Context: an optimization exercise on an open-source flow, tuned for small area. The choices shown serve that exercise and are no tape-out recipe.
Only simulation tests tie the RTL to the original design; equivalence was not proved.
Power figures rest on the tool's default switching activity, not on a simulated workload.

==> inputs of job 8173 <==
==> flow/design.v (excerpt) <==
module Top_project (
    input clk,
    input reset,
    input [1:0] sw,
    input btnL,
    btnR,
    btnU,
    btnD,
    input rx,
    output tx,
    output [3:0] led,
    output [3:0] fnd_comm,
    output [7:0] fnd_font
);
clock: 12.0 ns
lec_check: 0
cap_margin: 20
core_margin: 2
core_utilization: 40
slew_margin: 20
standard.sh (not shown) runs the stock make flow with config.mk's settings and CLKGATE_MAP_FILE= SYNTH_SCRIPT=/design/flow/synth_recipe.tcl, a recipe that flattens the netlist after the stock synthesis.
==> flow/flow/run.sh <==
#!/bin/bash
# The standard layout flow (standard.sh, unchanged synthesis), with:
# - port buffers of the smallest buffer cell,
# - logic cells sized down before the placement's repair_design
#   (flow/downsize.tcl), which sizes up again wherever limits need it,
# - a clock tree of clkbuf_4 without dummy loads.
# ORFS writes each step's log under orfs/logs; make's output goes to
# standard.log.
bash standard.sh \
  "BUFFER_PORTS_ARGS=-buffer_cell sky130_fd_sc_hd__buf_1" \
  "PRE_RESIZE_TCL=$PWD/flow/downsize.tcl" \
  "CTS_ARGS=-repair_clock_nets -buf_list sky130_fd_sc_hd__clkbuf_4 -dont_use_dummy_load" \
  finish > standard.log 2>&1
Other scripts of this flow, unchanged in this note and not shown: flow/flow/downsize.tcl
==> job 6184: changes against job 8173 <==
--- a/flow/design.v
+++ b/flow/design.v
@@ -24,13 +24,13 @@
         else cq <= {cq[1] ^ (~first & cq[0]), cq[0] ^ ~first};
     end
     wire t4 = cq[1] & cq[0];
     wire [3:0] w_ms1, w_ms10;
     wire w_ms1_wrap = t4 & w_ms1[3] & w_ms1[0];
-    wire w_c0_next = w_ms1_wrap & w_ms10[3] & w_ms10[0];
+    wire w_c0 = w_ms10[3] & w_ms10[1];   
     digit10 W_MS1 (.clk(clk), .reset(reset), .clr(1'b0), .e(t4), .q(w_ms1));
-    digit10 W_MS10 (.clk(clk), .reset(reset), .clr(1'b0), .e(w_ms1_wrap), .q(w_ms10));
+    tens10 W_MS10 (.clk(clk), .reset(reset), .clr(1'b0), .e(w_ms1_wrap), .q(w_ms10));
     wire t16 = t4 & w_ms1[0] & (w_ms1[1] ^ w_ms10[0]);
     reg [2:0] sel;
     always @(posedge clk, posedge reset) begin
         if (reset) sel <= 3'd0;
         else sel <= {sel[2] ^ (t16 & sel[1] & sel[0]), sel[1] ^ (t16 & sel[0]), sel[0] ^ t16};
@@ -47,22 +47,22 @@
     reg [3:0] rh;
     reg rl3;
     reg [2:0] rlo;
     wire [3:0] rl = {rl3, rlo};
     reg [7:0] rdata;
-    wire r_idle = ~rl3 & (rh == 4'd0);
-    wire r_end = tick & rh[3] & rh[1] & ~rl[3] & rl[2] & rl[1] & rl[0];
+    wire r_idle = ~rh[3] & rh[2] & ~rl3;
+    wire r_end = tick & ~rh[3] & ~rh[2] & rh[0] & ~rl[3] & rl[2] & rl[1] & rl[0];
     wire rl15 = &rl;
-    wire r_sample = tick & rl15 & (rh[3] ? ~rh[1] & ~rh[0] : (rh[2] | rh[1] | rh[0]));
+    wire r_sample = tick & rl15 & rh[3];
     always @(posedge clk, posedge reset) begin
         if (reset) begin
-            rh <= 4'd0;
+            rh <= 4'd7;
             rl3 <= 1'b0;
         end else if (r_idle) begin
             rl3 <= ~rx;
         end else if (r_end) begin
-            rh <= 4'd0;
+            rh <= 4'd7;
             rl3 <= 1'b0;
         end else if (tick) begin
             rl3 <= rl3 ^ (&rlo);
             if (rl15) rh <= rh + 4'd1;
         end
@@ -73,25 +73,25 @@
     end
     always @(posedge clk) begin
         if (r_sample) rdata <= {rx, rdata[7:1]};
     end
     reg [3:0] th, tl;
-    wire [2:0] tp = th[2:0] - {rh[2:1], rh[0] | (rh == 4'd0)};
+    wire [2:0] tp = th[2:0] - (rh[2:0] & {3{rh[3]}});
     reg tx_reg;
-    wire t_idle = th[3] & th[1];
-    wire t_load = th[3] & th[1] & th[0] & bc4;
+    wire t_idle = ~th[3] & ~th[2] & th[0];
+    wire t_load = ~th[3] & ~th[2] & th[1] & bc4;
     wire tl0 = (tl == 4'd0);
-    wire c_pulse = (th == 4'd0) & tl0 & bc5;
+    wire c_pulse = ~th[3] & th[2] & tl0 & bc5;
     always @(posedge clk, posedge reset) begin
         if (reset) begin
-            th <= 4'd10;
+            th <= 4'd1;
             tx_reg <= 1'b1;
         end else begin
-            if (r_end) th <= 4'd11;
-            else if (t_load) th <= 4'd0;
+            if (r_end) th <= 4'd3;
+            else if (t_load) th <= 4'd7;
             else if (tick & ~t_idle & (&tl)) th <= th + 4'd1;
-            if ((bc1 & tl0) | c_pulse) tx_reg <= (th[3] & (th[1] | th[0])) | ((th != 4'd0) & rdata[tp]);
+            if ((bc1 & tl0) | c_pulse) tx_reg <= th[3] ? rdata[tp] : ~th[2];
         end
     end
     always @(posedge clk, posedge reset) begin
         if (reset) tl <= 4'd0;
         else if (r_end) tl <= 4'd0;
@@ -134,33 +134,24 @@
         end
     end
     wire [3:0] s_ms1, s_ms10, s_s1, s_m1, s_h1;
     wire [2:0] s_s10, s_m10;
     wire [1:0] s_h10;
-    reg s_c0, s_c1, s_c2;
+    wire s_c0 = s_ms10[3] & s_ms10[1];
+    wire s_c1 = s_s10[2] & s_s10[1];
+    wire s_c2 = s_m10[2] & s_m10[1];
     wire s_ms1_wrap = s_tick & s_ms1[3] & s_ms1[0];
     wire s_s1_wrap = s_c0 & s_s1[3] & s_s1[0];
     wire s_m1_wrap = s_c1 & s_m1[3] & s_m1[0];
     digit10 S_MS1 (.clk(clk), .reset(reset), .clr(s_clr), .e(s_tick), .q(s_ms1));
-    digit10 S_MS10 (.clk(clk), .reset(reset), .clr(s_clr), .e(s_ms1_wrap), .q(s_ms10));
+    tens10 S_MS10 (.clk(clk), .reset(reset), .clr(s_clr), .e(s_ms1_wrap), .q(s_ms10));
     digit10 S_S1 (.clk(clk), .reset(reset), .clr(s_clr), .e(s_c0), .q(s_s1));
-    digit6 S_S10 (.clk(clk), .reset(reset), .clr(s_clr), .e(s_s1_wrap), .q(s_s10));
+    tens6 S_S10 (.clk(clk), .reset(reset), .clr(s_clr), .e(s_s1_wrap), .q(s_s10));
     digit10 S_M1 (.clk(clk), .reset(reset), .clr(s_clr), .e(s_c1), .q(s_m1));
-    digit6 S_M10 (.clk(clk), .reset(reset), .clr(s_clr), .e(s_m1_wrap), .q(s_m10));
+    tens6 S_M10 (.clk(clk), .reset(reset), .clr(s_clr), .e(s_m1_wrap), .q(s_m10));
     hours #(.R1(4'd0), .R10(2'd0)) S_H (.clk(clk), .reset(reset), .clr(s_clr), .e(s_c2),
         .ones(s_h1), .tens(s_h10));
-    always @(posedge clk, posedge reset) begin
-        if (reset) begin
-            s_c0 <= 1'b0;
-            s_c1 <= 1'b0;
-            s_c2 <= 1'b0;
-        end else begin
-            s_c0 <= ~s_clr & s_ms1_wrap & s_ms10[3] & s_ms10[0];
-            s_c1 <= ~s_clr & s_s1_wrap & s_s10[2] & s_s10[0];
-            s_c2 <= ~s_clr & s_m1_wrap & s_m10[2] & s_m10[0];
-        end
-    end
     reg [1:0] ws;
     always @(posedge clk, posedge reset) begin
         if (reset) ws <= 2'd0;
         else if (mode) begin
             case (ws)
@@ -172,57 +163,49 @@
         end
     end
     wire [3:0] w_s1, w_m1, w_h1;
     wire [2:0] w_s10, w_m10;
     wire [1:0] w_h10;
-    reg w_c0, w_c1, w_c2;
+    wire w_c1 = w_s10[2] & w_s10[1];
+    wire w_c2 = w_m10[2] & w_m10[1];
     wire w_s_e = w_c0 | (~ws[1] & ws[0]);
     wire w_m_e = w_c1 | (ws[1] & ~ws[0]);
     wire w_h_e = w_c2 | (ws[1] & ws[0]);
     wire w_s1_wrap = w_s_e & w_s1[3] & w_s1[0];
     wire w_m1_wrap = w_m_e & w_m1[3] & w_m1[0];
     digit10 W_S1 (.clk(clk), .reset(reset), .clr(1'b0), .e(w_s_e), .q(w_s1));
-    digit6 W_S10 (.clk(clk), .reset(reset), .clr(1'b0), .e(w_s1_wrap), .q(w_s10));
+    tens6 W_S10 (.clk(clk), .reset(reset), .clr(1'b0), .e(w_s1_wrap), .q(w_s10));
     digit10 W_M1 (.clk(clk), .reset(reset), .clr(1'b0), .e(w_m_e), .q(w_m1));
-    digit6 W_M10 (.clk(clk), .reset(reset), .clr(1'b0), .e(w_m1_wrap), .q(w_m10));
+    tens6 W_M10 (.clk(clk), .reset(reset), .clr(1'b0), .e(w_m1_wrap), .q(w_m10));
     hours #(.R1(4'd2), .R10(2'd1)) W_H (.clk(clk), .reset(reset), .clr(1'b0), .e(w_h_e),
         .ones(w_h1), .tens(w_h10));
-    always @(posedge clk, posedge reset) begin
-        if (reset) begin
-            w_c0 <= 1'b0;
-            w_c1 <= 1'b0;
-            w_c2 <= 1'b0;
-        end else begin
-            w_c0 <= w_c0_next;
-            w_c1 <= w_s1_wrap & w_s10[2] & w_s10[0];
-            w_c2 <= w_m1_wrap & w_m10[2] & w_m10[0];
-        end
-    end
     assign fnd_comm = {~(sel[1] & sel[0]), ~(sel[1] & ~sel[0]), ~(~sel[1] & sel[0]), ~(~sel[1] & ~sel[0])};
     wire [3:0] ms10 = mode ? w_ms10 : s_ms10;
     wire [3:0] z0 = mode ? w_ms1 : s_ms1;
     wire [3:0] z1 = ms10;
     wire [3:0] z2 = mode ? w_s1 : s_s1;
     wire [2:0] z3 = mode ? w_s10 : s_s10;
+    wire z3x = z3[2] & z3[1];
     wire [3:0] z4 = mode ? w_m1 : s_m1;
     wire [2:0] z5 = mode ? w_m10 : s_m10;
+    wire z5x = z5[2] & z5[1];
     wire [3:0] z6 = mode ? w_h1 : s_h1;
     wire [1:0] z7 = mode ? w_h10 : s_h10;
     wire [3:0] p0 = sel[1] ? z2 : z0;
-    wire [3:0] p1 = sel[1] ? {1'b0, z3} : z1;
+    wire [3:0] p1 = sel[1] ? {z3x, z3} : z1;
     wire [3:0] q0 = sel[1] ? z6 : z4;
-    wire [3:0] q1 = sel[1] ? {2'b00, z7} : {1'b0, z5};
+    wire [3:0] q1 = sel[1] ? {2'b00, z7} : {z5x, z5};
     wire [3:0] d = sw[0] ? (sel[0] ? q1 : q0) : (sel[0] ? p1 : p0);
     wire [6:0] seg;
     assign seg[0] = (d[2] & ~d[1] & ~d[0]) | (~d[3] & ~d[2] & ~d[1] & d[0]);
-    assign seg[1] = (d[2] & ~d[1] & d[0]) | (d[2] & d[1] & ~d[0]);
-    assign seg[2] = ~d[2] & d[1] & ~d[0];
+    assign seg[1] = (d[2] & ~d[1] & d[0]) | (~d[3] & d[2] & d[1] & ~d[0]);
+    assign seg[2] = ~d[3] & ~d[2] & d[1] & ~d[0];
     assign seg[3] = (d[2] & ~d[1] & ~d[0]) | (d[2] & d[1] & d[0]) | (~d[3] & ~d[2] & ~d[1] & d[0]);
     assign seg[4] = d[0] | (d[2] & ~d[1]);
-    assign seg[5] = (d[1] & d[0]) | (~d[2] & d[1]) | (~d[3] & ~d[2] & d[0]);
-    assign seg[6] = (d[2] & d[1] & d[0]) | (~d[3] & ~d[2] & ~d[1]);
-    wire lt50 = ~ms10[3] & ~(ms10[2] & (ms10[1] | ms10[0]));
+    assign seg[5] = ~((~d[1] & ~d[0]) | (d[2] & ~d[0]) | (d[2] & ~d[1]) | d[3]);
+    assign seg[6] = (d[2] & d[1] & d[0]) | (~d[3] & ~d[2] & ~d[1]) | (d[3] & d[1]);
+    wire lt50 = ~((ms10[3] & ~ms10[1]) | (ms10[2] & (ms10[1] | ms10[0])));   
     wire dot = sel[2] & sel[1] & ~sel[0] & lt50;
     assign fnd_font = {~dot, seg | {7{sel[2]}}};
 endmodule
 module debounce (
     input clk,
@@ -257,22 +240,39 @@
                               q[2] ^ (e & q[1] & q[0]),
                               q[1] ^ (e & q[0] & ~q[3]),
                               q[0] ^ e};
     end
 endmodule
-module digit6 (
+module tens10 (
+    input clk,
+    input reset,
+    input clr,
+    input e,
+    output reg [3:0] q
+);
+    wire p = q[3] & q[1];
+    always @(posedge clk, posedge reset) begin
+        if (reset) q <= 4'd0;
+        else q <= {4{~clr & ~p}} & {q[3] ^ (e & q[2] & q[1] & q[0]),
+                                   q[2] ^ (e & q[1] & q[0]),
+                                   q[1] ^ (e & q[0]),
+                                   q[0] ^ e};
+    end
+endmodule
+module tens6 (
     input clk,
     input reset,
     input clr,
     input e,
     output reg [2:0] q
 );
+    wire p = q[2] & q[1];
     always @(posedge clk, posedge reset) begin
         if (reset) q <= 3'd0;
-        else q <= {3{~clr}} & {q[2] ^ (e & q[0] & (q[2] | q[1])),
-                              q[1] ^ (e & q[0] & ~q[2]),
-                              q[0] ^ e};
+        else q <= {3{~clr & ~p}} & {q[2] ^ (e & q[1] & q[0]),
+                                   q[1] ^ (e & q[0]),
+                                   q[0] ^ e};
     end
 endmodule
 module hours #(
     parameter [3:0] R1 = 4'd0,
     parameter [1:0] R10 = 2'd0
--- a/flow/flow/run.sh
+++ b/flow/flow/run.sh
@@ -7,7 +7,7 @@
 # ORFS writes each step's log under orfs/logs; make's output goes to
 # standard.log.
 bash standard.sh \
   "BUFFER_PORTS_ARGS=-buffer_cell sky130_fd_sc_hd__buf_1" \
   "PRE_RESIZE_TCL=$PWD/flow/downsize.tcl" \
-  "CTS_ARGS=-repair_clock_nets -buf_list sky130_fd_sc_hd__clkbuf_4 -dont_use_dummy_load" \
+  "CTS_ARGS=-sink_clustering_enable -repair_clock_nets -buf_list sky130_fd_sc_hd__clkbuf_4 -dont_use_dummy_load" \
   finish > standard.log 2>&1
==> summary.txt <==
In count of clock-buffer cells in the layout, job 6184 and job 8173 do not differ. Against job 6184, the wire length of job 8173 is larger by about 6%. In job 8173 the power is smaller than in job 6184, by about 3.4%. In job 8173 the non-clock buffer count is higher than in job 6184, by 2. In job 6184 the combinational power is larger than in job 8173, by about 37%. In critical path depth, job 6184 and job 8173 do not differ. Sequential cell count: job 8173 is higher than job 6184 (6). In job 8173 the cell count is higher than in job 6184, by 3.8%. Of job 8173 and job 6184, job 8173 has the higher die area (gap 2.8%, measured against job 6184). Utilization: job 8173 is higher than job 6184 (0.47 points).

-- static timing again, ports no longer ideal --
In the flow no input, the clock included, has a driving cell. The finished layouts below were timed again as built, in two steps. Step 1 assumes that a clkbuf_16 drives the clock port and a buf_2 every other input. Step 2 times the ports against the registers' clock, not the clock port: input delays grow and output delays shrink by t, the midpoint of the rising clock arrivals with the driver on. Three values: no drivers, after step 1, after step 2; two values: the first two.
run	t (ns)	setup WS [ns]	worst register clock-pin slew, ns	worst slew at a driven data input, ns
job 8173	0.542	4.700 / 4.674 / 4.674	0.10 / 0.10	0.03
job 6184	0.538	4.599 / 4.576 / 4.576	0.10 / 0.10	0.03
After both steps every run listed still meets setup and hold. The setup slack of job 8173, which loses most, moves by -0.026 ns with the drivers and by -0.026 ns with both steps.
